Background: an optimization exercise with open tools, aiming at small area and a short achievable clock period. Do not read the settings as production practice. No functional check of the RTL was part of any run shown here. Power figures rest on the tool's default switching activity, not on a simulated workload.

[design.v]
module processelement (
  input  wire [7:0]  a,
  input  wire [7:0]  b,
  input  wire        keep,
  input  wire        clr,
  input  wire        rq,
  input  wire        rn,
  input  wire [23:0] s,
  output wire [23:0] ns,
  output wire [15:0] o
);
  wire n1;
  g_nand2 u1 (.a(a[0]), .b(b[0]), .y(n1));
  wire n2;
  g_nand2 u2 (.a(a[0]), .b(b[1]), .y(n2));
  wire n3;
  g_nand2 u3 (.a(a[0]), .b(b[2]), .y(n3));
  wire n4;
  g_nand2 u4 (.a(a[0]), .b(b[3]), .y(n4));
  wire n5;
  g_nand2 u5 (.a(a[0]), .b(b[4]), .y(n5));
  wire n6;
  g_nand2 u6 (.a(a[0]), .b(b[5]), .y(n6));
  wire n7;
  g_nand2 u7 (.a(a[0]), .b(b[6]), .y(n7));
  wire n8;
  g_nand2 u8 (.a(a[0]), .b(b[7]), .y(n8));
  wire n9;
  g_nand2 u9 (.a(a[1]), .b(b[0]), .y(n9));
  wire n10;
  g_nand2 u10 (.a(a[1]), .b(b[1]), .y(n10));
  wire n11;
  g_nand2 u11 (.a(a[1]), .b(b[2]), .y(n11));
  wire n12;
  g_nand2 u12 (.a(a[1]), .b(b[3]), .y(n12));
  wire n13;
  g_nand2 u13 (.a(a[1]), .b(b[4]), .y(n13));
  wire n14;
  g_nand2 u14 (.a(a[1]), .b(b[5]), .y(n14));
  wire n15;
  g_nand2 u15 (.a(a[1]), .b(b[6]), .y(n15));
  wire n16;
  g_nand2 u16 (.a(a[1]), .b(b[7]), .y(n16));
  wire n17;
  g_nand2 u17 (.a(a[2]), .b(b[0]), .y(n17));
  wire n18;
  g_nand2 u18 (.a(a[2]), .b(b[1]), .y(n18));
  wire n19;
  g_nand2 u19 (.a(a[2]), .b(b[2]), .y(n19));
  wire n20;
  g_nand2 u20 (.a(a[2]), .b(b[3]), .y(n20));
  wire n21;
  g_nand2 u21 (.a(a[2]), .b(b[4]), .y(n21));
  wire n22;
  g_nand2 u22 (.a(a[2]), .b(b[5]), .y(n22));
  wire n23;
  g_nand2 u23 (.a(a[2]), .b(b[6]), .y(n23));
  wire n24;
  g_nand2 u24 (.a(a[2]), .b(b[7]), .y(n24));
  wire n25;
  g_nand2 u25 (.a(a[3]), .b(b[0]), .y(n25));
  wire n26;
  g_nand2 u26 (.a(a[3]), .b(b[1]), .y(n26));
  wire n27;
  g_nand2 u27 (.a(a[3]), .b(b[2]), .y(n27));
  wire n28;
  g_nand2 u28 (.a(a[3]), .b(b[3]), .y(n28));
  wire n29;
  g_nand2 u29 (.a(a[3]), .b(b[4]), .y(n29));
  wire n30;
  g_nand2 u30 (.a(a[3]), .b(b[5]), .y(n30));
  wire n31;
  g_nand2 u31 (.a(a[3]), .b(b[6]), .y(n31));
  wire n32;
  g_nand2 u32 (.a(a[3]), .b(b[7]), .y(n32));
  wire n33;
  g_nand2 u33 (.a(a[4]), .b(b[0]), .y(n33));
  wire n34;
  g_nand2 u34 (.a(a[4]), .b(b[1]), .y(n34));
  wire n35;
  g_nand2 u35 (.a(a[4]), .b(b[2]), .y(n35));
  wire n36;
  g_nand2 u36 (.a(a[4]), .b(b[3]), .y(n36));
  wire n37;
  g_nand2 u37 (.a(a[4]), .b(b[4]), .y(n37));
  wire n38;
  g_nand2 u38 (.a(a[4]), .b(b[5]), .y(n38));
  wire n39;
  g_nand2 u39 (.a(a[4]), .b(b[6]), .y(n39));
  wire n40;
  g_nand2 u40 (.a(a[4]), .b(b[7]), .y(n40));
  wire n41;
  g_nand2 u41 (.a(a[5]), .b(b[0]), .y(n41));
  wire n42;
  g_nand2 u42 (.a(a[5]), .b(b[1]), .y(n42));
  wire n43;
  g_nand2 u43 (.a(a[5]), .b(b[2]), .y(n43));
  wire n44;
  g_nand2 u44 (.a(a[5]), .b(b[3]), .y(n44));
  wire n45;
  g_nand2 u45 (.a(a[5]), .b(b[4]), .y(n45));
  wire n46;
  g_nand2 u46 (.a(a[5]), .b(b[5]), .y(n46));
  wire n47;
  g_nand2 u47 (.a(a[5]), .b(b[6]), .y(n47));
  wire n48;
  g_nand2 u48 (.a(a[5]), .b(b[7]), .y(n48));
  wire n49;
  g_nand2 u49 (.a(a[6]), .b(b[0]), .y(n49));
  wire n50;
  g_nand2 u50 (.a(a[6]), .b(b[1]), .y(n50));
  wire n51;
  g_nand2 u51 (.a(a[6]), .b(b[2]), .y(n51));
  wire n52;
  g_nand2 u52 (.a(a[6]), .b(b[3]), .y(n52));
  wire n53;
  g_nand2 u53 (.a(a[6]), .b(b[4]), .y(n53));
  wire n54;
  g_nand2 u54 (.a(a[6]), .b(b[5]), .y(n54));
  wire n55;
  g_nand2 u55 (.a(a[6]), .b(b[6]), .y(n55));
  wire n56;
  g_nand2 u56 (.a(a[6]), .b(b[7]), .y(n56));
  wire n57;
  g_nand2 u57 (.a(a[7]), .b(b[0]), .y(n57));
  wire n58;
  g_nand2 u58 (.a(a[7]), .b(b[1]), .y(n58));
  wire n59;
  g_nand2 u59 (.a(a[7]), .b(b[2]), .y(n59));
  wire n60;
  g_nand2 u60 (.a(a[7]), .b(b[3]), .y(n60));
  wire n61;
  g_nand2 u61 (.a(a[7]), .b(b[4]), .y(n61));
  wire n62;
  g_nand2 u62 (.a(a[7]), .b(b[5]), .y(n62));
  wire n63;
  g_nand2 u63 (.a(a[7]), .b(b[6]), .y(n63));
  wire n64;
  g_nand2 u64 (.a(a[7]), .b(b[7]), .y(n64));
  wire n65;
  g_xnor2 u65 (.a(fa5), .b(n6), .y(n65));
  wire n66;
  g_or2 u66 (.a(fa5), .b(n6), .y(n66));
  wire n67;
  g_xnor2 u67 (.a(fa6), .b(n7), .y(n67));
  wire n68;
  g_xnor2 u68 (.a(n67), .b(n14), .y(n68));
  wire n69;
  g_maj3 u69 (.a(fa6), .b(n7), .c(n14), .y(n69));
  wire n70;
  g_xnor2 u70 (.a(n21), .b(n28), .y(n70));
  wire n71;
  g_or2 u71 (.a(n21), .b(n28), .y(n71));
  wire n72;
  g_xnor2 u72 (.a(fa7), .b(n8), .y(n72));
  wire n73;
  g_xnor2 u73 (.a(n72), .b(n15), .y(n73));
  wire n74;
  g_maj3 u74 (.a(fa7), .b(n8), .c(n15), .y(n74));
  wire n75;
  g_xnor2 u75 (.a(n22), .b(n29), .y(n75));
  wire n76;
  g_xnor2 u76 (.a(n75), .b(n36), .y(n76));
  wire n77;
  g_maj3 u77 (.a(n22), .b(n29), .c(n36), .y(n77));
  wire n78;
  g_xnor2 u78 (.a(n43), .b(n50), .y(n78));
  wire n79;
  g_or2 u79 (.a(n43), .b(n50), .y(n79));
  wire n80;
  g_xnor2 u80 (.a(n16), .b(n23), .y(n80));
  wire n81;
  g_xnor2 u81 (.a(n80), .b(n30), .y(n81));
  wire n82;
  g_maj3 u82 (.a(n16), .b(n23), .c(n30), .y(n82));
  wire n83;
  g_xnor2 u83 (.a(n37), .b(n44), .y(n83));
  wire n84;
  g_xnor2 u84 (.a(n83), .b(n51), .y(n84));
  wire n85;
  g_maj3 u85 (.a(n37), .b(n44), .c(n51), .y(n85));
  wire n86;
  g_xnor2 u86 (.a(n58), .b(fa8), .y(n86));
  wire n87;
  g_or2 u87 (.a(n58), .b(fa8), .y(n87));
  wire n88;
  g_xnor2 u88 (.a(n24), .b(n31), .y(n88));
  wire n89;
  g_xnor2 u89 (.a(n88), .b(n38), .y(n89));
  wire n90;
  g_maj3 u90 (.a(n24), .b(n31), .c(n38), .y(n90));
  wire n91;
  g_xnor2 u91 (.a(n45), .b(n52), .y(n91));
  wire n92;
  g_xnor2 u92 (.a(n91), .b(n59), .y(n92));
  wire n93;
  g_maj3 u93 (.a(n45), .b(n52), .c(n59), .y(n93));
  wire n94;
  g_xnor2 u94 (.a(n32), .b(n39), .y(n94));
  wire n95;
  g_xnor2 u95 (.a(n94), .b(n46), .y(n95));
  wire n96;
  g_maj3 u96 (.a(n32), .b(n39), .c(n46), .y(n96));
  wire n97;
  g_xnor2 u97 (.a(fa3), .b(n4), .y(n97));
  wire n98;
  g_or2 u98 (.a(fa3), .b(n4), .y(n98));
  wire n99;
  g_xnor2 u99 (.a(fa4), .b(n5), .y(n99));
  wire n100;
  g_xnor2 u100 (.a(n99), .b(n12), .y(n100));
  wire n101;
  g_maj3 u101 (.a(fa4), .b(n5), .c(n12), .y(n101));
  wire n102;
  g_xnor2 u102 (.a(n19), .b(n26), .y(n102));
  wire n103;
  g_or2 u103 (.a(n19), .b(n26), .y(n103));
  wire n104;
  g_xnor2 u104 (.a(n13), .b(n20), .y(n104));
  wire n105;
  g_xnor2 u105 (.a(n104), .b(n27), .y(n105));
  wire n106;
  g_maj3 u106 (.a(n13), .b(n20), .c(n27), .y(n106));
  wire n107;
  g_xnor2 u107 (.a(n34), .b(n41), .y(n107));
  wire n108;
  g_xnor2 u108 (.a(n107), .b(n65), .y(n108));
  wire n109;
  g_maj3 u109 (.a(n34), .b(n41), .c(n65), .y(n109));
  wire n110;
  g_xnor2 u110 (.a(n35), .b(n42), .y(n110));
  wire n111;
  g_xnor2 u111 (.a(n110), .b(n49), .y(n111));
  wire n112;
  g_maj3 u112 (.a(n35), .b(n42), .c(n49), .y(n112));
  wire n113;
  g_xnor2 u113 (.a(n66), .b(n70), .y(n113));
  wire n114;
  g_xnor2 u114 (.a(n113), .b(n68), .y(n114));
  wire n115;
  g_maj3 u115 (.a(n66), .b(n70), .c(n68), .y(n115));
  wire n116;
  g_xnor2 u116 (.a(n57), .b(n71), .y(n116));
  wire n117;
  g_xnor2 u117 (.a(n116), .b(n78), .y(n117));
  wire n118;
  g_maj3 u118 (.a(n57), .b(n71), .c(n78), .y(n118));
  wire n119;
  g_xnor2 u119 (.a(n69), .b(n73), .y(n119));
  wire n120;
  g_xnor2 u120 (.a(n119), .b(n76), .y(n120));
  wire n121;
  g_maj3 u121 (.a(n69), .b(n73), .c(n76), .y(n121));
  wire n122;
  g_xnor2 u122 (.a(n79), .b(n74), .y(n122));
  wire n123;
  g_xnor2 u123 (.a(n122), .b(n77), .y(n123));
  wire n124;
  g_maj3 u124 (.a(n79), .b(n74), .c(n77), .y(n124));
  wire n125;
  g_xnor2 u125 (.a(n81), .b(n84), .y(n125));
  wire n126;
  g_xnor2 u126 (.a(n125), .b(n86), .y(n126));
  wire n127;
  g_maj3 u127 (.a(n81), .b(n84), .c(n86), .y(n127));
  wire n128;
  g_xnor2 u128 (.a(fa9), .b(n82), .y(n128));
  wire n129;
  g_xnor2 u129 (.a(n128), .b(n85), .y(n129));
  wire n130;
  g_maj3 u130 (.a(fa9), .b(n82), .c(n85), .y(n130));
  wire n131;
  g_xnor2 u131 (.a(n89), .b(n92), .y(n131));
  wire n132;
  g_xnor2 u132 (.a(n131), .b(n87), .y(n132));
  wire n133;
  g_maj3 u133 (.a(n89), .b(n92), .c(n87), .y(n133));
  wire n134;
  g_xnor2 u134 (.a(n53), .b(n60), .y(n134));
  wire n135;
  g_xnor2 u135 (.a(n134), .b(fa10), .y(n135));
  wire n136;
  g_maj3 u136 (.a(n53), .b(n60), .c(fa10), .y(n136));
  wire n137;
  g_xnor2 u137 (.a(n90), .b(n93), .y(n137));
  wire n138;
  g_xnor2 u138 (.a(n137), .b(n95), .y(n138));
  wire n139;
  g_maj3 u139 (.a(n90), .b(n93), .c(n95), .y(n139));
  wire n140;
  g_xnor2 u140 (.a(n40), .b(n47), .y(n140));
  wire n141;
  g_xnor2 u141 (.a(n140), .b(n54), .y(n141));
  wire n142;
  g_maj3 u142 (.a(n40), .b(n47), .c(n54), .y(n142));
  wire n143;
  g_xnor2 u143 (.a(n61), .b(fa11), .y(n143));
  wire n144;
  g_xnor2 u144 (.a(n143), .b(n96), .y(n144));
  wire n145;
  g_maj3 u145 (.a(n61), .b(fa11), .c(n96), .y(n145));
  wire n146;
  g_xnor2 u146 (.a(n48), .b(n55), .y(n146));
  wire n147;
  g_xnor2 u147 (.a(n146), .b(n62), .y(n147));
  wire n148;
  g_maj3 u148 (.a(n48), .b(n55), .c(n62), .y(n148));
  wire n149;
  g_xnor2 u149 (.a(fa2), .b(n3), .y(n149));
  wire n150;
  g_or2 u150 (.a(fa2), .b(n3), .y(n150));
  wire n151;
  g_xnor2 u151 (.a(n11), .b(n18), .y(n151));
  wire n152;
  g_xnor2 u152 (.a(n151), .b(n25), .y(n152));
  wire n153;
  g_maj3 u153 (.a(n11), .b(n18), .c(n25), .y(n153));
  wire n154;
  g_xnor2 u154 (.a(n33), .b(n98), .y(n154));
  wire n155;
  g_xnor2 u155 (.a(n154), .b(n102), .y(n155));
  wire n156;
  g_maj3 u156 (.a(n33), .b(n98), .c(n102), .y(n156));
  wire n157;
  g_xnor2 u157 (.a(n103), .b(n101), .y(n157));
  wire n158;
  g_xnor2 u158 (.a(n157), .b(n105), .y(n158));
  wire n159;
  g_maj3 u159 (.a(n103), .b(n101), .c(n105), .y(n159));
  wire n160;
  g_xnor2 u160 (.a(n106), .b(n111), .y(n160));
  wire n161;
  g_xnor2 u161 (.a(n160), .b(n109), .y(n161));
  wire n162;
  g_maj3 u162 (.a(n106), .b(n111), .c(n109), .y(n162));
  wire n163;
  g_xnor2 u163 (.a(n112), .b(n117), .y(n163));
  wire n164;
  g_xnor2 u164 (.a(n163), .b(n115), .y(n164));
  wire n165;
  g_maj3 u165 (.a(n112), .b(n117), .c(n115), .y(n165));
  wire n166;
  g_xnor2 u166 (.a(n118), .b(n121), .y(n166));
  wire n167;
  g_xnor2 u167 (.a(n166), .b(n123), .y(n167));
  wire n168;
  g_maj3 u168 (.a(n118), .b(n121), .c(n123), .y(n168));
  wire n169;
  g_xnor2 u169 (.a(n124), .b(n129), .y(n169));
  wire n170;
  g_xnor2 u170 (.a(n169), .b(n127), .y(n170));
  wire n171;
  g_maj3 u171 (.a(n124), .b(n129), .c(n127), .y(n171));
  wire n172;
  g_xnor2 u172 (.a(n130), .b(n135), .y(n172));
  wire n173;
  g_xnor2 u173 (.a(n172), .b(n138), .y(n173));
  wire n174;
  g_maj3 u174 (.a(n130), .b(n135), .c(n138), .y(n174));
  wire n175;
  g_xnor2 u175 (.a(n141), .b(n136), .y(n175));
  wire n176;
  g_xnor2 u176 (.a(n175), .b(n139), .y(n176));
  wire n177;
  g_maj3 u177 (.a(n141), .b(n136), .c(n139), .y(n177));
  wire n178;
  g_xnor2 u178 (.a(fa12), .b(n142), .y(n178));
  wire n179;
  g_xnor2 u179 (.a(n178), .b(n147), .y(n179));
  wire n180;
  g_maj3 u180 (.a(fa12), .b(n142), .c(n147), .y(n180));
  wire n181;
  g_xnor2 u181 (.a(n56), .b(n63), .y(n181));
  wire n182;
  g_xnor2 u182 (.a(n181), .b(fa13), .y(n182));
  wire n183;
  g_maj3 u183 (.a(n56), .b(n63), .c(fa13), .y(n183));
  wire n184;
  g_xnor2 u184 (.a(fa1), .b(n2), .y(n184));
  wire n185;
  g_or2 u185 (.a(fa1), .b(n2), .y(n185));
  wire n186;
  g_xnor2 u186 (.a(n10), .b(n17), .y(n186));
  wire n187;
  g_xnor2 u187 (.a(n186), .b(n149), .y(n187));
  wire n188;
  g_maj3 u188 (.a(n10), .b(n17), .c(n149), .y(n188));
  wire n189;
  g_xnor2 u189 (.a(n150), .b(n97), .y(n189));
  wire n190;
  g_xnor2 u190 (.a(n189), .b(n152), .y(n190));
  wire n191;
  g_maj3 u191 (.a(n150), .b(n97), .c(n152), .y(n191));
  wire n192;
  g_xnor2 u192 (.a(n153), .b(n100), .y(n192));
  wire n193;
  g_xnor2 u193 (.a(n192), .b(n155), .y(n193));
  wire n194;
  g_maj3 u194 (.a(n153), .b(n100), .c(n155), .y(n194));
  wire n195;
  g_xnor2 u195 (.a(n156), .b(n108), .y(n195));
  wire n196;
  g_xnor2 u196 (.a(n195), .b(n158), .y(n196));
  wire n197;
  g_maj3 u197 (.a(n156), .b(n108), .c(n158), .y(n197));
  wire n198;
  g_xnor2 u198 (.a(n159), .b(n114), .y(n198));
  wire n199;
  g_xnor2 u199 (.a(n198), .b(n161), .y(n199));
  wire n200;
  g_maj3 u200 (.a(n159), .b(n114), .c(n161), .y(n200));
  wire n201;
  g_xnor2 u201 (.a(n120), .b(n162), .y(n201));
  wire n202;
  g_xnor2 u202 (.a(n201), .b(n164), .y(n202));
  wire n203;
  g_maj3 u203 (.a(n120), .b(n162), .c(n164), .y(n203));
  wire n204;
  g_xnor2 u204 (.a(n126), .b(n165), .y(n204));
  wire n205;
  g_xnor2 u205 (.a(n204), .b(n167), .y(n205));
  wire n206;
  g_maj3 u206 (.a(n126), .b(n165), .c(n167), .y(n206));
  wire n207;
  g_xnor2 u207 (.a(n132), .b(n168), .y(n207));
  wire n208;
  g_xnor2 u208 (.a(n207), .b(n170), .y(n208));
  wire n209;
  g_maj3 u209 (.a(n132), .b(n168), .c(n170), .y(n209));
  wire n210;
  g_xnor2 u210 (.a(n133), .b(n171), .y(n210));
  wire n211;
  g_xnor2 u211 (.a(n210), .b(n173), .y(n211));
  wire n212;
  g_maj3 u212 (.a(n133), .b(n171), .c(n173), .y(n212));
  wire n213;
  g_xnor2 u213 (.a(n144), .b(n174), .y(n213));
  wire n214;
  g_xnor2 u214 (.a(n213), .b(n176), .y(n214));
  wire n215;
  g_maj3 u215 (.a(n144), .b(n174), .c(n176), .y(n215));
  wire n216;
  g_xnor2 u216 (.a(n145), .b(n179), .y(n216));
  wire n217;
  g_xnor2 u217 (.a(n216), .b(n177), .y(n217));
  wire n218;
  g_maj3 u218 (.a(n145), .b(n179), .c(n177), .y(n218));
  wire n219;
  g_xnor2 u219 (.a(n148), .b(n182), .y(n219));
  wire n220;
  g_xnor2 u220 (.a(n219), .b(n180), .y(n220));
  wire n221;
  g_maj3 u221 (.a(n148), .b(n182), .c(n180), .y(n221));
  wire n222;
  g_xnor2 u222 (.a(n64), .b(fa14), .y(n222));
  wire n223;
  g_xnor2 u223 (.a(n222), .b(n183), .y(n223));
  wire n224;
  g_maj3 u224 (.a(n64), .b(fa14), .c(n183), .y(n224));
  wire n225;
  g_xnor2 u225 (.a(fa0), .b(n1), .y(n225));
  wire n226;
  g_nor2 u226 (.a(fa0), .b(n1), .y(n226));
  wire n227;
  g_xor2 u227 (.a(n184), .b(n9), .y(n227));
  wire n228;
  g_nor2 u228 (.a(n184), .b(n9), .y(n228));
  wire n229;
  g_xnor2 u229 (.a(n227), .b(n226), .y(n229));
  wire n230;
  g_aoi21 u230 (.a1(n227), .a2(n226), .b1(n228), .y(n230));
  wire n231;
  g_xnor2 u231 (.a(n185), .b(n187), .y(n231));
  wire n232;
  g_or2 u232 (.a(n185), .b(n187), .y(n232));
  wire n233;
  g_xnor2 u233 (.a(n231), .b(n230), .y(n233));
  wire n234;
  g_oai21 u234 (.a1(n231), .a2(n230), .b1(n232), .y(n234));
  wire n235;
  g_xor2 u235 (.a(n188), .b(n190), .y(n235));
  wire n236;
  g_nor2 u236 (.a(n188), .b(n190), .y(n236));
  wire n237;
  g_xnor2 u237 (.a(n235), .b(n234), .y(n237));
  wire n238;
  g_aoi21 u238 (.a1(n235), .a2(n234), .b1(n236), .y(n238));
  wire n239;
  g_xnor2 u239 (.a(n191), .b(n193), .y(n239));
  wire n240;
  g_or2 u240 (.a(n191), .b(n193), .y(n240));
  wire n241;
  g_xnor2 u241 (.a(n239), .b(n238), .y(n241));
  wire n242;
  g_oai21 u242 (.a1(n239), .a2(n238), .b1(n240), .y(n242));
  wire n243;
  g_xor2 u243 (.a(n194), .b(n196), .y(n243));
  wire n244;
  g_nor2 u244 (.a(n194), .b(n196), .y(n244));
  wire n245;
  g_xnor2 u245 (.a(n243), .b(n242), .y(n245));
  wire n246;
  g_aoi21 u246 (.a1(n243), .a2(n242), .b1(n244), .y(n246));
  wire n247;
  g_xnor2 u247 (.a(n197), .b(n199), .y(n247));
  wire n248;
  g_or2 u248 (.a(n197), .b(n199), .y(n248));
  wire n249;
  g_xnor2 u249 (.a(n247), .b(n246), .y(n249));
  wire n250;
  g_oai21 u250 (.a1(n247), .a2(n246), .b1(n248), .y(n250));
  wire n251;
  g_xor2 u251 (.a(n200), .b(n202), .y(n251));
  wire n252;
  g_nor2 u252 (.a(n200), .b(n202), .y(n252));
  wire n253;
  g_xnor2 u253 (.a(n251), .b(n250), .y(n253));
  wire n254;
  g_aoi21 u254 (.a1(n251), .a2(n250), .b1(n252), .y(n254));
  wire n255;
  g_xor2 u255 (.a(n224), .b(fa15), .y(n255));
  wire n256;
  g_xor2 u256 (.a(s[9]), .b(s[10]), .y(n256));
  wire n257;
  g_nor2 u257 (.a(s[9]), .b(s[10]), .y(n257));
  wire n258;
  g_xor2 u258 (.a(s[11]), .b(s[12]), .y(n258));
  wire n259;
  g_nor2 u259 (.a(s[11]), .b(s[12]), .y(n259));
  wire n260;
  g_xor2 u260 (.a(s[13]), .b(s[14]), .y(n260));
  wire n261;
  g_nor2 u261 (.a(s[13]), .b(s[14]), .y(n261));
  wire n262;
  g_xor2 u262 (.a(s[15]), .b(s[16]), .y(n262));
  wire n263;
  g_nor2 u263 (.a(s[15]), .b(s[16]), .y(n263));
  wire n264;
  g_xor2 u264 (.a(s[17]), .b(s[18]), .y(n264));
  wire n265;
  g_nor2 u265 (.a(s[17]), .b(s[18]), .y(n265));
  wire n266;
  g_xor2 u266 (.a(s[19]), .b(s[20]), .y(n266));
  wire n267;
  g_nor2 u267 (.a(s[19]), .b(s[20]), .y(n267));
  wire n268;
  g_xor2 u268 (.a(s[21]), .b(s[22]), .y(n268));
  wire n269;
  g_nor2 u269 (.a(s[21]), .b(s[22]), .y(n269));
  wire n270;
  g_inv u270 (.a(s[8]), .y(n270));
  wire n271;
  g_aoi21 u271 (.a1(n256), .a2(n270), .b1(n257), .y(n271));
  wire n272;
  g_aoi21 u272 (.a1(n260), .a2(n259), .b1(n261), .y(n272));
  wire n273;
  g_nand2 u273 (.a(n260), .b(n258), .y(n273));
  wire n274;
  g_aoi21 u274 (.a1(n264), .a2(n263), .b1(n265), .y(n274));
  wire n275;
  g_nand2 u275 (.a(n264), .b(n262), .y(n275));
  wire n276;
  g_aoi21 u276 (.a1(n268), .a2(n267), .b1(n269), .y(n276));
  wire n277;
  g_nand2 u277 (.a(n268), .b(n266), .y(n277));
  wire n278;
  g_inv u278 (.a(n271), .y(n278));
  wire n279;
  g_aoi21 u279 (.a1(n258), .a2(n278), .b1(n259), .y(n279));
  wire n280;
  g_oai21 u280 (.a1(n273), .a2(n271), .b1(n272), .y(n280));
  wire n281;
  g_inv u281 (.a(n274), .y(n281));
  wire n282;
  g_aoi21 u282 (.a1(n266), .a2(n281), .b1(n267), .y(n282));
  wire n283;
  g_inv u283 (.a(n275), .y(n283));
  wire n284;
  g_nand2 u284 (.a(n266), .b(n283), .y(n284));
  wire n285;
  g_oai21 u285 (.a1(n277), .a2(n274), .b1(n276), .y(n285));
  wire n286;
  g_nor2 u286 (.a(n277), .b(n275), .y(n286));
  wire n287;
  g_aoi21 u287 (.a1(n262), .a2(n280), .b1(n263), .y(n287));
  wire n288;
  g_inv u288 (.a(n280), .y(n288));
  wire n289;
  g_oai21 u289 (.a1(n275), .a2(n288), .b1(n274), .y(n289));
  wire n290;
  g_oai21 u290 (.a1(n284), .a2(n288), .b1(n282), .y(n290));
  wire n291;
  g_aoi21 u291 (.a1(n286), .a2(n280), .b1(n285), .y(n291));
  wire n292;
  g_inv u292 (.a(s[23]), .y(n292));
  wire n293;
  g_nor2 u293 (.a(n292), .b(n291), .y(n293));
  wire n294;
  g_xor2 u294 (.a(n256), .b(s[8]), .y(n294));
  wire n295;
  g_xor2 u295 (.a(n258), .b(n271), .y(n295));
  wire n296;
  g_xor2 u296 (.a(n260), .b(n279), .y(n296));
  wire n297;
  g_xnor2 u297 (.a(n262), .b(n280), .y(n297));
  wire n298;
  g_xor2 u298 (.a(n264), .b(n287), .y(n298));
  wire n299;
  g_xnor2 u299 (.a(n266), .b(n289), .y(n299));
  wire n300;
  g_xnor2 u300 (.a(n268), .b(n290), .y(n300));
  wire n301;
  g_xor2 u301 (.a(s[23]), .b(n291), .y(n301));
  wire fa0;
  g_nor2 u302 (.a(s[0]), .b(rq), .y(o[0]));
  g_nand2 u303 (.a(o[0]), .b(keep), .y(fa0));
  wire fa1;
  g_nor2 u304 (.a(s[1]), .b(rq), .y(o[1]));
  g_nand2 u305 (.a(o[1]), .b(keep), .y(fa1));
  wire fa2;
  g_nor2 u306 (.a(s[2]), .b(rq), .y(o[2]));
  g_nand2 u307 (.a(o[2]), .b(keep), .y(fa2));
  wire fa3;
  g_nor2 u308 (.a(s[3]), .b(rq), .y(o[3]));
  g_nand2 u309 (.a(o[3]), .b(keep), .y(fa3));
  wire fa4;
  g_nor2 u310 (.a(s[4]), .b(rq), .y(o[4]));
  g_nand2 u311 (.a(o[4]), .b(keep), .y(fa4));
  wire fa5;
  g_nor2 u312 (.a(s[5]), .b(rq), .y(o[5]));
  g_nand2 u313 (.a(o[5]), .b(keep), .y(fa5));
  wire fa6;
  g_nor2 u314 (.a(s[6]), .b(rq), .y(o[6]));
  g_nand2 u315 (.a(o[6]), .b(keep), .y(fa6));
  wire fa7;
  g_nor2 u316 (.a(s[7]), .b(rq), .y(o[7]));
  g_nand2 u317 (.a(o[7]), .b(keep), .y(fa7));
  wire fa8;
  g_nor2 u318 (.a(n294), .b(rq), .y(o[8]));
  g_nand2 u319 (.a(o[8]), .b(keep), .y(fa8));
  wire fa9;
  g_nor2 u320 (.a(n295), .b(rq), .y(o[9]));
  g_nand2 u321 (.a(o[9]), .b(keep), .y(fa9));
  wire fa10;
  g_nor2 u322 (.a(n296), .b(rq), .y(o[10]));
  g_nand2 u323 (.a(o[10]), .b(keep), .y(fa10));
  wire fa11;
  g_nor2 u324 (.a(n297), .b(rq), .y(o[11]));
  g_nand2 u325 (.a(o[11]), .b(keep), .y(fa11));
  wire fa12;
  g_nor2 u326 (.a(n298), .b(rq), .y(o[12]));
  g_nand2 u327 (.a(o[12]), .b(keep), .y(fa12));
  wire fa13;
  g_nor2 u328 (.a(n299), .b(rq), .y(o[13]));
  g_nand2 u329 (.a(o[13]), .b(keep), .y(fa13));
  wire fa14;
  g_nor2 u330 (.a(n300), .b(rq), .y(o[14]));
  g_nand2 u331 (.a(o[14]), .b(keep), .y(fa14));
  wire fa15;
  g_nor2 u332 (.a(n301), .b(rq), .y(o[15]));
  g_nand2 u333 (.a(o[15]), .b(keep), .y(fa15));
  assign ns[0] = n225;
  assign ns[1] = n229;
  assign ns[2] = n233;
  assign ns[3] = n237;
  assign ns[4] = n241;
  assign ns[5] = n245;
  assign ns[6] = n249;
  assign ns[7] = n253;
  assign ns[8] = n254;
  assign ns[9] = n203;
  assign ns[10] = n205;
  assign ns[11] = n206;
  assign ns[12] = n208;
  assign ns[13] = n209;
  assign ns[14] = n211;
  assign ns[15] = n212;
  assign ns[16] = n214;
  assign ns[17] = n215;
  assign ns[18] = n217;
  assign ns[19] = n218;
  assign ns[20] = n220;
  assign ns[21] = n221;
  assign ns[22] = n223;
  assign ns[23] = n255;
endmodule
module g_aoi21 (input wire a1, a2, b1, output wire y);
  assign y = ~((a1 & a2) | b1);
endmodule
module g_inv (input wire a, output wire y);
  assign y = ~a;
endmodule
module g_maj3 (input wire a, b, c, output wire y);
  assign y = (a & b) | (a & c) | (b & c);
endmodule
module g_nand2 (input wire a, b, output wire y);
  assign y = ~(a & b);
endmodule
module g_nor2 (input wire a, b, output wire y);
  assign y = ~(a | b);
endmodule
module g_oai21 (input wire a1, a2, b1, output wire y);
  assign y = ~((a1 | a2) & b1);
endmodule
module g_or2 (input wire a, b, output wire y);
  assign y = a | b;
endmodule
module g_xnor2 (input wire a, b, output wire y);
  assign y = ~(a ^ b);
endmodule
module g_xor2 (input wire a, b, output wire y);
  assign y = a ^ b;
endmodule
module systolicCU
(
 input  wire clk, reset,
 input  wire [7:0] a1,
 output reg  clr1, clr2, clr4,
 output reg  keep1, keep2, keep4
);
  localparam s0 = 4'd0, s1 = 4'd1, s2 = 4'd2, s3 = 4'd3, s4 = 4'd4, s5 = 4'd5,
             s6 = 4'd6, s7 = 4'd7, s8 = 4'd8, s9 = 4'd9, s10 = 4'd10;
  reg [3:0] state_reg;
  reg [3:0] state_next;
  always @(*) begin
    case (state_reg)
      s0:      state_next = (a1 != 8'd0) ? s1 : s0;
      s10:     state_next = s3;
      default: state_next = (state_reg > s10) ? s0 : state_reg + 4'd1;
    endcase
  end
  always @(posedge clk) begin
    if (reset) state_reg <= s0;
    else       state_reg <= state_next;
    clr1  <= reset | (state_next == s8);
    clr2  <= reset | (state_next == s9);
    clr4  <= reset | (state_next == s10);
    keep1 <= ~(reset | (state_next == s8));
    keep2 <= ~(reset | (state_next == s9));
    keep4 <= ~(reset | (state_next == s10));
  end
endmodule
module systolictop
(
 input  wire clk, reset,
 input  wire [7:0] a1, a2, b1, b2,
 input  wire [2:0] i, j,
 output wire [15:0] c1, c2, c3, c4
);
  reg  [7:0]  a12, b13, a34, b24;
  reg         rst_q;       
  reg         rst_n;       
  reg  [23:0] s1, s2, s3, s4;
  wire [23:0] ns1, ns2, ns3, ns4;
  wire clr1, clr2, clr4, keep1, keep2, keep4;    
  systolicCU ctrl1 (.clk(clk), .reset(reset), .a1(a1), .clr1(clr1), .clr2(clr2), .clr4(clr4),
                    .keep1(keep1), .keep2(keep2), .keep4(keep4));
  always @(posedge clk) begin
    rst_q <= reset;
    rst_n <= ~reset;
    if (reset) begin
      a12 <= 8'd0; b13 <= 8'd0; a34 <= 8'd0; b24 <= 8'd0;
    end else begin
      a12 <= a1; b13 <= b1; a34 <= a2; b24 <= b2;
    end
  end
  processelement pe1 (.a(a1), .b(b1), .keep(keep1), .clr(clr1), .rq(rst_q), .rn(rst_n),
                      .s(s1), .ns(ns1), .o(c1));
  processelement pe2 (.a(a12), .b(b2), .keep(keep2), .clr(clr2), .rq(rst_q), .rn(rst_n),
                      .s(s2), .ns(ns2), .o(c2));
  processelement pe3 (.a(a2), .b(b13), .keep(keep2), .clr(clr2), .rq(rst_q), .rn(rst_n),
                      .s(s3), .ns(ns3), .o(c3));
  processelement pe4 (.a(a34), .b(b24), .keep(keep4), .clr(clr4), .rq(rst_q), .rn(rst_n),
                      .s(s4), .ns(ns4), .o(c4));
  always @(posedge clk) begin
    s1 <= ns1; s2 <= ns2; s3 <= ns3; s4 <= ns4;
  end
endmodule
[flow/run.sh]
#!/bin/bash
# Layout flow: the standard flow (standard.sh: ORFS synthesis to the final layout) with
#  - the port buffers made of buf_2 instead of the cell buffer_ports picks by default,
#  - clock tree synthesis without dummy load cells,
#  - before floorplanning, combinational cells set to drive strength 1 (flow/downsize.tcl);
#    the flow's timing repair sizes up the ones that need it.
# ORFS writes each tool's log under orfs/logs; this script's own output goes to flow_run.log.
set -e
exec > flow_run.log 2>&1
export BUFFER_PORTS_ARGS="-buffer_cell sky130_fd_sc_hd__buf_2"
export CTS_ARGS="-sink_clustering_enable -repair_clock_nets -dont_use_dummy_load -buf_list {sky130_fd_sc_hd__clkbuf_4 sky130_fd_sc_hd__clkbuf_8}"
export PRE_FLOORPLAN_TCL="$(pwd)/flow/downsize.tcl"
bash standard.sh
[flow/downsize.tcl]
# Before floorplanning: set the combinational cells that synthesis mapped at a drive strength
# above 1 back to strength 1. The timing repair steps of the flow size up the ones that need it.
set n 0
foreach inst [[ord::get_db_block] getInsts] {
  set m [[$inst getMaster] getName]
  if {[regexp {^sky130_fd_sc_hd__(a21oi|o21ai|nand2|nor2|xor2|xnor2|and2|or2|nor2b|nand3|inv|a21o|o21a|nand2b|and3|or3|nor3)_([2-9]|1[0-9])$} $m -> base sz]} {
    set target sky130_fd_sc_hd__${base}_1
    if {[get_lib_cells -quiet */$target] ne ""} {
      replace_cell [$inst getName] $target
      incr n
    }
  }
}
puts "downsize.tcl: $n cells set to drive strength 1"
[standard.sh]
#!/bin/bash
# synth_recipe.tcl (not shown) runs the flow's synth.tcl, then flattens the netlist and writes it again
# the make line also repeats each setting of config.mk as NAME=value (left out here)
make -C /OpenROAD-flow-scripts/flow DESIGN_CONFIG=/design/flow/config.mk WORK_HOME=/design/flow/orfs CLKGATE_MAP_FILE= SYNTH_SCRIPT=/design/flow/synth_recipe.tcl "${@:-finish}"
[config.mk]
export PLATFORM = sky130hd
export DESIGN_NAME = systolictop
export DESIGN_NICKNAME = systolictop
export VERILOG_FILES = /design/flow/design.v
export SDC_FILE = /design/flow/constraint.sdc
export NUM_CORES = 4
export LEC_CHECK = 0
export CAP_MARGIN = 20
export CORE_MARGIN = 2
export CORE_UTILIZATION = 60
export PLACE_DENSITY = 0.7
export SETUP_SLACK_MARGIN = 3.2
export SLEW_MARGIN = 20
export SYNTH_HIERARCHICAL = 1
export SYNTH_MINIMUM_KEEP_SIZE = 0
[constraint.sdc]
create_clock -name core_clock -period 6.6 [get_ports {clk}]
set_input_delay 1.3200 -clock core_clock [delete_from_list [all_inputs] [get_ports {clk}]]
set_output_delay 1.3200 -clock core_clock [all_outputs]
set_load 0.01 [all_outputs]
==> impl_metrics.toml, run 1 <==
[run_status]
status = "timing/DRC/antenna clean"

[placement]
dp_hpwl_um = 20800
dpl_cell_area_um2 = 13300
place_congestion = 0.858
numPortBuffers = 97

[global_routing]
antenna_found_initial = 0
grt_pass1_vias = 10400
grt_max_degree = 54
overflow = 0
grt_use_total_pct = 23.5
grt_pass1_wl_um = 46400

[finish]
diodes = 0
area_delta_synth_final_pct = 5.59
final_common_cell = "xnor2_1"
fill_cells = 1932
nets = 1708
final_util_pct = 64.2
fin_area_um2 = 14000
layout_common_cells = "xnor2_1 (472), nand2_1 (335), maj3_2 (192)"
drive_above_1_share_pct = 23.0

[die]
pin_count = 104
core_um2 = 21800
die_x_um = 153
die_y_um = 153
std_cell_rows = 54
start_util_pct = 60.8
die-area_um2 = 23300

[pwr]
pwr-share-comb_pct = 56.8
power.leakage_nw = 4.60
vdd_drop_max_mv = 0.192
p_switching_w = 0.00162
pwr-share-seq_pct = 30.4
power_frac_clock_pct = 12.8
swShare_pct = 40.8
cellPowerDensity_nw_per_um2 = 283
internal-power_w = 0.00234

[detailed_routing]
highest_layer = "met4"
vias_per_cell = 5.24
wl_met2_um = 13300
routed_wl_um = 27100
wl_met3_um = 904
drtAntennaViolNets = 0
drc_errors = 0
drt_iter0_markers = 347
wl_met1_um = 12500
vias = 10200
post_drt_wl_per_cell_um = 14.0
dr.pass1.iters = 5

[clocking]
postCtsHoldBufs = 0
cts_buffers = 17
cts.sinks = 136
cts_root_buffer = "clkbuf_8"
cts_max_path_buffers = 2
clk_pin_slew_worst_paths_ns = 0.08
cts_tree = "done"
htreeDepth = 4
clock_latency_ns = 0.44

[sta]
period_needed_ns = 3.33
setup_tns_ns = 0
finalHoldViolations = 0
period_share_pct = 50.4
worst_pin_slew_ns = 0.774
timing.fmax_mhz = 301
maxSlewViolCount = 0
rsz0062_at_grt = "true"
relSlewSlack_pct = 48.4
setup_violations = 0
skew_ns = 0.0304

[synth]
syn_area_um2 = 13200
avgSynthCellArea_um2 = 8.14
yosysWarnings = 8
postSynthCellCount = 1627
syn_nets = 1670

[critical_path]
crit_type = "reg -> out"
crit_buf_inv = 2
cp_slowest_cell = "dfxtp_1"
worst_path_largest_cell_delay_ns = 0.37
end_kind = "output pin"
cp.arrival_ns = 2.01
critPathTopFamily = "flip-flops"
required_ns = 5.28
critPathLaunchType = "flip-flop"
cp_max_fo = 4
path_cells = "xor2_2, nand2_1, o21ai_4, inv_1, o21ai_2, xnor2_1, nor2_1, buf_2"

[hold_path]
hold_path.class = "reg -> reg"

[flow_run]
max_cap_viol_count = 0
## cell type report
cell class                      count  area [um2]  share of cell area (%)
Sequential cell                   136        2750                    19.7
Multi-Input combinational cell   1367        9900                    70.8
Clock buffer                       17         234                    1.67
Inverter                           25        93.8                   0.671
Timing Repair Buffer              118         647                    4.63
Tap cell                          280         350                    2.51
## per-layer routing
metal | vias to the layer above | track usage (%)
li1 | 5200 | -
met1 | 4816 | 28.6
met2 | 148 | 42.9
met3 | 22 | 3.27
met4 | 0 | 7.32
met5 | - | 0
## per-stage QoR
step                      total power (W)  worst slack, ns  hold slack, ns  cells
after floorplan                   0.00318             3.22           0.570   1627
after global placement            0.00317             3.13           0.529   1907
after detailed placement          0.00324             3.08           0.541   1907
after CTS                         0.00382             3.18           0.551   1926
after global routing              0.00426             3.09           0.598   1943
final                             0.00396             3.27           0.551   1943
## what timing repair did
| action | 4_1_cts | 5_1_grt |
|---|---|---|
| pin swaps | 4 | 24 |
| cloned | 0 | 0 |
| setup endpoints to repair | 16 | 25 |
| buffers inserted | 2 | 17 |
| resized for setup | 17 | 43 |
## worst paths after layout
path	from	endpoint	cells after the start	slack, ns
setup / recovery	s3[14]	c3[13]	8	3.27
hold / removal	s2[0]	s2[0]	3	0.55
setup reg to reg	rst_q	s4[7]	12	3.56
hold reg to reg	s2[0]	s2[0]	3	0.55
## power groups by stage
stage	Combinational [W]	Clock, W	Sequential [W]
after floorplan	0.00202	0	0.00116
after global placement	0.00199	0	0.00118
after detailed placement	0.00205	0	0.00119
after CTS	0.00211	0.000524	0.00118
after global routing	0.00247	0.000558	0.00123
final	0.00225	0.000506	0.00121
## worst min-delay path, cell delays in order, from the launching register on
cell and delay, ns:
dfxtp_1 0.32, nor2_1 0.04, nand2_1 0.08, xnor2_1 0.06
==> inputs of run 2 (changes only) <==
--- a/config.mk
+++ b/config.mk
@@ -9,7 +9,7 @@
 export CORE_MARGIN = 2
 export CORE_UTILIZATION = 60
 export PLACE_DENSITY = 0.7
-export SETUP_SLACK_MARGIN = 3.2
+export SETUP_SLACK_MARGIN = 3.5
 export SLEW_MARGIN = 20
 export SYNTH_HIERARCHICAL = 1
 export SYNTH_MINIMUM_KEEP_SIZE = 0
==> run 2 against run 1 <==
  * Still clean
  * Final area increased by 6.9%
  * Core utilization increased by 4.4 points
  * Final cell count increased by 2.7%
  * Critical path depth increased by 1
  * Hold slack got worse by 0.0012 ns
  * Total power increased by 12%
  * Non-clock buffer count increased by 53
  * Synthesized cell count unchanged
  * Clock power decreased by 1%
  * Critical endpoint is now c2[12]
  * Highest routed layer unchanged
==> impl_metrics.toml, run 2 <==
[run_status]
status = "timing/DRC/antenna clean"

[clocking]
cts.sinks = 136
cts_buffers = 17
cts_root_buffer = "clkbuf_8"
htreeDepth = 4
cts_max_path_buffers = 2
clk_pin_slew_worst_paths_ns = 0.06
clock_latency_ns = 0.44
postCtsHoldBufs = 0
cts_tree = "done"

[pwr]
cellPowerDensity_nw_per_um2 = 296
pwr-share-seq_pct = 28.5
swShare_pct = 40.7
vdd_drop_max_mv = 0.207
p_switching_w = 0.00180
power_w = 0.00442
power_frac_clock_pct = 11.3
power.leakage_nw = 5.04
internal-power_w = 0.00262
pwr-share-comb_pct = 60.2

[synth]
avgSynthCellArea_um2 = 8.14
yosysWarnings = 8
postSynthCellCount = 1627
syn_nets = 1670
syn_area_um2 = 13200

[detailed_routing]
vias = 10600
dr.pass1.iters = 4
routed_wl_um = 28400
drtAntennaViolNets = 0
vias_per_cell = 5.29
post_drt_wl_per_cell_um = 14.2
drt_iter0_markers = 378
drc_errors = 0

[hold_path]
hold_path.class = "reg -> reg"

[die]
std_cell_rows = 54
die-area_um2 = 23300
pin_count = 104
die_y_um = 153
core_um2 = 21800
start_util_pct = 60.8
die_x_um = 153

[placement]
place_congestion = 0.847
dp_hpwl_um = 20200
placedCellCount = 1907
numPortBuffers = 97

[global_routing]
overflow = 0
grt_pass1_wl_um = 47300
grt_use_total_pct = 24.0
antenna_found_initial = 0
grt_pass1_vias = 10400
grt_max_degree = 49

[finish]
final_common_cell = "xnor2_1"
diodes = 0
area_delta_synth_final_pct = 12.8
fin_cells = 1996
final_util_pct = 68.7
layout_common_cells = "xnor2_1 (461), nand2_1 (330), maj3_2 (192)"
nets = 1761
drive_above_1_share_pct = 30.1

[critical_path]
critPathLaunchType = "flip-flop"
cp.arrival_ns = 1.99
path_cells = "xor2_2, buf_4, a21oi_4, o21ai_4, buf_6, a21oi_4, xor2_1, nor2_1, buf_2"
end_kind = "output pin"
required_ns = 5.28
crit_type = "reg -> out"
critPathTopFamily = "buffers and inverters"
worst_path_largest_cell_delay_ns = 0.33
cp_slowest_cell = "dfxtp_2"
crit_buf_inv = 3
cp_max_fo = 4
cpMostUsedCell = "a21oi_4"

[sta]
period_needed_ns = 3.31
setup_violations = 0
period_share_pct = 50.2
finalHoldViolations = 0
maxSlewViolCount = 0
timing.fmax_mhz = 302
rsz0062_at_grt = "true"
setup_tns_ns = 0
relSlewSlack_pct = 52.4
skew_ns = 0.0273
worst_pin_slew_ns = 0.715

[flow_run]
max_cap_viol_count = 0
run 2: stage by stage:
| stage | cell area (um2) | setup slack (ns) | hold WS [ns] |
|---|---|---|---|
| 2_1_floorplan | 13300 | 3.50 | 0.570 |
| 3_3_place_gp | 13400 | 3.15 | 0.531 |
| 3_5_place_dp | 13400 | 3.11 | 0.538 |
| 4_1_cts | 14300 | 3.33 | 0.552 |
| 5_1_grt | 14900 | 3.15 | 0.591 |
| 6_report | 14900 | 3.29 | 0.549 |
run 2: power by group through the flow:
| stage | Sequential (W) | Clock (W) | Combinational [W] |
|---|---|---|---|
| floorplan | 0.00116 | 0 | 0.00203 |
| global placement | 0.00118 | 0 | 0.00200 |
| detailed placement | 0.00119 | 0 | 0.00205 |
| CTS | 0.00121 | 0.000517 | 0.00239 |
| global route | 0.00128 | 0.000553 | 0.00289 |
| finish | 0.00126 | 0.000500 | 0.00266 |
run 2: worst paths after layout:
| kind | startpoint | end | slack, ns | depth (start not counted) |
|---|---|---|---|---|
| max | s2[14] | c2[12] | 3.29 | 9 |
| min | s4[0] | s4[0] | 0.55 | 3 |
| max reg2reg | s2[14] | s2[23] | 3.46 | 22 |
| min reg2reg | s4[0] | s4[0] | 0.55 | 3 |
run 2: area by class of cell:
cell class	instances	area [um2]
flip-flops and latches	136	2800
well taps	280	350
repair buffers	171	1130
clock buffers	17	234
inverters	25	93.8
multi-input cells	1367	10300
fillers	1766	6820
run 2: what timing repair did:
action,in CTS,in global routing
endpoints found under the setup margin,53,39
resized for setup,84,95
pin swaps,54,61
gates cloned,0,0
hold endpoints to repair,0,0
buffers inserted,49,23
run 2: metal layers:
metal	global-route usage, %	wire length, um	share of wire, %
met3	2.99	952	3.4
met4	6.48	363	1.3
met1	29.7	12600	45
met2	43.9	14400	51
met5	0	0	0
run 2: worst reg2reg max path, stage by stage, from the launching register on:
cell     delay (ns)
dfxtp_2        0.33
xor2_2         0.18
buf_4          0.15
a21oi_4        0.13
o21ai_4        0.09
inv_2          0.08
o21ai_2        0.05
xnor2_1        0.12
nor2_1         0.16
buf_4          0.14
buf_6          0.08
buf_6          0.08
buf_6          0.08
buf_6          0.08
buf_6          0.08
buf_6          0.09
buf_6          0.09
buf_6          0.09
buf_6          0.10
nand2_4        0.05
maj3_2         0.32
maj3_2         0.32
xor2_1         0.14

==> separate check: timing with driven ports <==
How much do the figures lean on ideal ports? The routed layouts below were timed once more, with nothing changed but the port constraints.
Step 1: set_driving_cell puts a clkbuf_16 on clk and a buf_2 on each other input, an assumption about the parent block.
Step 2 also shifts input and output timing later by t, the mid clock arrival at the registers, as if the neighbouring blocks saw the same clock.
Slacks: no drivers / after step 1 / after step 2; pairs: no drivers / after step 1.
run | t, ns | setup slack, ns | worst setup path after step 2 | worst register clock-pin slew, ns | worst data-port slew with drivers (ns)
run 1 | 0.471 | 3.275 / 3.228 / 3.057 | input to register | 0.08 / 0.08 | 0.03
run 2 | 0.479 | 3.289 / 3.242 / 3.124 | input to register | 0.09 / 0.09 | 0.04
After both steps every run listed still meets setup and hold. For run 1, which loses most, drivers alone change the setup slack by -0.047 ns; drivers and shift together by -0.218 ns.
